Context: an optimization exercise on an open-source flow, tuned for small area, a short achievable clock period and few clock cycles per item. The choices shown serve that exercise and are no tape-out recipe. At most, simulation tests tie the RTL to the original design; equivalence was not proved. Power is estimated from default activity; no workload was simulated.

Setup of old:
## sa_top
module sa_top (
    input  logic          clk_i,
    input  logic          rst_ni,
    input  logic          s_valid_i,
    input  logic          s_last_i,
    input  logic          m_ready_i,
    output logic          s_ready_o,
    output logic          m_valid_o,
    output logic          m_last_o,
    input  logic [ 15:0]  sx_data_i,
    input  logic [ 63:0]  sk_data_i,
    output logic [ 63:0]  m_data_o
);
export LEC_CHECK = 0
export CAP_MARGIN = 20
export CORE_MARGIN = 2
export CORE_UTILIZATION = 40
export PLACE_DENSITY = 0.6
export SETUP_SLACK_MARGIN = 1.55
export SLEW_MARGIN = 20
create_clock -name core_clock -period 4.2 [get_ports {clk_i}]
run.sh (not shown) runs the stock make flow with config.mk's settings and CLKGATE_MAP_FILE= SYNTH_SCRIPT=/design/flow/synth_recipe.tcl, a recipe that flattens the netlist after the stock synthesis.
old went all the way through the flow, and no timing, DRC or antenna check failed.
Testbench counts of old, summed over its fixed seeds: cycles 5,488, items 384.
Input changes introduced in new (baseline for comparison: old):
- CTS_BUF_LIST: unset -> sky130_fd_sc_hd__clkbuf_16
- CTS_CLUSTER_DIAMETER: unset -> 100
- SETUP_SLACK_MARGIN: 1.55 -> 1.52
- CTS_CLUSTER_SIZE: unset -> 24
Findings:
On clock latency on the worst-skew pair: between new and old, it ends up lower for new. Post-CTS clock slew at the launch and capture registers of the worst setup and hold paths: new vs old up 50 ps. Number of non-filler instances in the completed layout delta for new relative to old: about 1.8% lower. new has overall power of the completed layout below what old had. In the flow results for new and old, the reported leakage power is smaller on new. In the final reports, the cell area of new is smaller than that of old. Worst setup slack of old is on par with new.


run A:
Another version of the RTL of sa_top (not shown whole).
Size: ~7300 cells after synthesis, roughly 1500 flip-flops, ~150 I/O pins, ~84000 µm² of cells after synthesis.
// sa_top
module sa_top (
    input  logic          clk_i,
    input  logic          rst_ni,
    input  logic          s_valid_i,
    input  logic          s_last_i,
    input  logic          m_ready_i,
    output logic          s_ready_o,
    output logic          m_valid_o,
    output logic          m_last_o,
    input  logic [ 15:0]  sx_data_i,
    input  logic [ 63:0]  sk_data_i,
    output logic [ 63:0]  m_data_o
);
clock: 4.2 ns
lec_check: 0
cap_margin: 20
core_margin: 2
core_utilization: 40
cts_buf_list: sky130_fd_sc_hd__clkbuf_8
cts_cluster_diameter: 50
cts_cluster_size: 12
place_density: 0.6
setup_slack_margin: 1.45
slew_margin: 20
Testbench counts of run A, summed over its fixed seeds: cycles 5,488, items 384.
Input changes introduced in run B (baseline for comparison: run A):
-- flow/config.mk --
<<< run A, line 10
export CORE_UTILIZATION = 40
export CTS_BUF_LIST = sky130_fd_sc_hd__clkbuf_8
export CTS_CLUSTER_DIAMETER = 50
export CTS_CLUSTER_SIZE = 12
export PLACE_DENSITY = 0.6
>>> run B, line 10
export CORE_UTILIZATION = 35
export PLACE_DENSITY = 0.5
[summary]
| minimum hold slack | run B vs run A | ≈ equal |
Power per unit of standard cell area: run B and run A compared, lower one is run A
A startpoint of the worst setup timing path of ws[32][7] is what run B shows, while ws[8][6] belongs to run A.
In the metrics for run B and run A, the one carrying the higher wire length on met2 is run B.
Comparing run B and run A, share of cell area taken by flip-flops and latches is higher on run A.
Looking only at clock insertion delay at the later pin of the skew report, and setting everything else aside, the higher value of run B and run A goes to run A.
Run A consumes less power than run B.
First-pass GRT wire length: run B vs run A up about 9%
Run A and run B ended up with roughly the same via count.
Run A → run B: required time at the worst-slack endpoint now smaller; net count reported at finish decreased by 77 relative to the old numbers.
Modified inputs, run C compared to run B
-- flow/config.mk --
<<< run B, line 10
export CORE_UTILIZATION = 35
export PLACE_DENSITY = 0.5
>>> run C, line 10
export CORE_UTILIZATION = 40
export CTS_BUF_LIST = sky130_fd_sc_hd__clkbuf_8
export CTS_CLUSTER_DIAMETER = 60
export CTS_CLUSTER_SIZE = 20
export PLACE_DENSITY = 0.6
Results
Run B -> run C: wire length after detailed routing decreased by a little under 10%
Where time the worst path needs with I/O delays and setup is concerned, run B is better than run C.
NOTE: area overhead of the layout relative to synthesis in run C falls short of that of run B
Vias per cell (lower): run B
The clock skew of run C was inferior to that of run B.
Initial detailed-routing violation count: run C vs run B up 552


Starting RTL as in the previous note.
clock: 4.2 ns
lec_check: 0
abc_area: 1
cap_margin: 20
core_margin: 2
core_utilization: 40
place_density: 0.6
setup_slack_margin: 1.45
slew_margin: 20
Testbench counts at the start, summed over its fixed seeds: cycles 5,488, items 384.
Then changed:
- ABC_AREA: 1 -> unset
Effect: Clock power went down by about 4%; fmax went up by 2.0%; design area went down by 0.76%; combinational power went down by 8.3%; hold slack got worse by 0.010 ns; cell count went down by 9.4%; sequential power went up by about 5%; clock-buffer cell count went down by 3.


== red ==
sa_top, a different RTL version from the one above (not shown whole).
Size: roughly 7300 cells after synthesis, roughly 1500 flip-flops, about 150 I/O pins.
==> flow/config.mk <==
export PLATFORM = sky130hd
export DESIGN_NAME = sa_top
export DESIGN_NICKNAME = sa_top
export VERILOG_FILES = /design/flow/design.v
export SDC_FILE = /design/flow/constraint.sdc
export NUM_CORES = 4
export LEC_CHECK = 0
export CAP_MARGIN = 20
export CORE_MARGIN = 2
export CORE_UTILIZATION = 40
export PLACE_DENSITY = 0.6
export SETUP_SLACK_MARGIN = 1.4
export SLEW_MARGIN = 20
==> flow/constraint.sdc <==
create_clock -name core_clock -period 4.2 [get_ports {clk_i}]
set_input_delay 0.8400 -clock core_clock [delete_from_list [all_inputs] [get_ports {clk_i}]]
set_output_delay 0.8400 -clock core_clock [all_outputs]
set_load 0.01 [all_outputs]
No stage failed in red, and the final checks on the layout all came back clean.
[inputs] blue vs red
- swapping 1.4 for 1.7 in SETUP_SLACK_MARGIN
==> notes.md <==
blue reached the final stage; the timing, design-rule and antenna checks on its layout passed.
For red, the largest power group was registers, unlike blue, where it was combinational cells.
Summary of blue over red: clock network power consumption now sits lower; maximum fanout count along the critical path now sits lower; final hold violation count now sits at about the same level; via count of the first global-routing pass now sits higher; share of power burned in combinational logic now sits higher.
The total CTS buffers of blue falls short of that of red by 5.
Higher clock power share goes to red over blue.
Compared with red, in blue count of buffers not belonging to the clock network in the layout grew by 120%; routed wirelength normalized by instance count +0.61 um.
No functional check of the RTL was part of any run of this note.

## what the ideal ports hide
The results above use ideal ports. As a check the final layouts listed here were re-extracted and re-timed, cells and wires unchanged.
Step 1 sets driving cells, clkbuf_16 on the clock port and buf_2 on the other inputs (assumed; they add their load-dependent delay and slew).
Step 2 moves the port delays by t, midway between the first and last clock arrival at a register: inputs arrive t later, outputs are due t later. That takes back most of the time a late clock gives input paths.
Three values: ideal, step 1, step 2; two values: the first two.
run | t (ns) | setup slack, ns | pins driven straight from the clock port
old | 0.926 | 1.485 / 1.485 / 1.262 | 1
new | 0.848 | 1.486 / 1.486 / 1.104 | 1
run A | 1.059 | 1.364 / 1.364 / 1.075 | 1
run B | 0.918 | 1.440 / 1.440 / 1.350 | 1
run C | 1.075 | 1.420 / 1.420 / 1.067 | 1
the first run of note 3 | 0.929 | 1.403 / 1.403 / 1.230 | 1
the second run of note 3 | 0.910 | 1.459 / 1.459 / 1.070 | 1
red | 0.916 | 1.383 / 1.383 / 1.043 | 1
blue | 0.930 | 1.375 / 1.375 / 1.375 | 1
After both steps setup and hold are still met in every run listed. For the second run of note 3, which loses most, drivers alone change the setup slack by 0.000 ns; drivers and shift together by -0.389 ns.
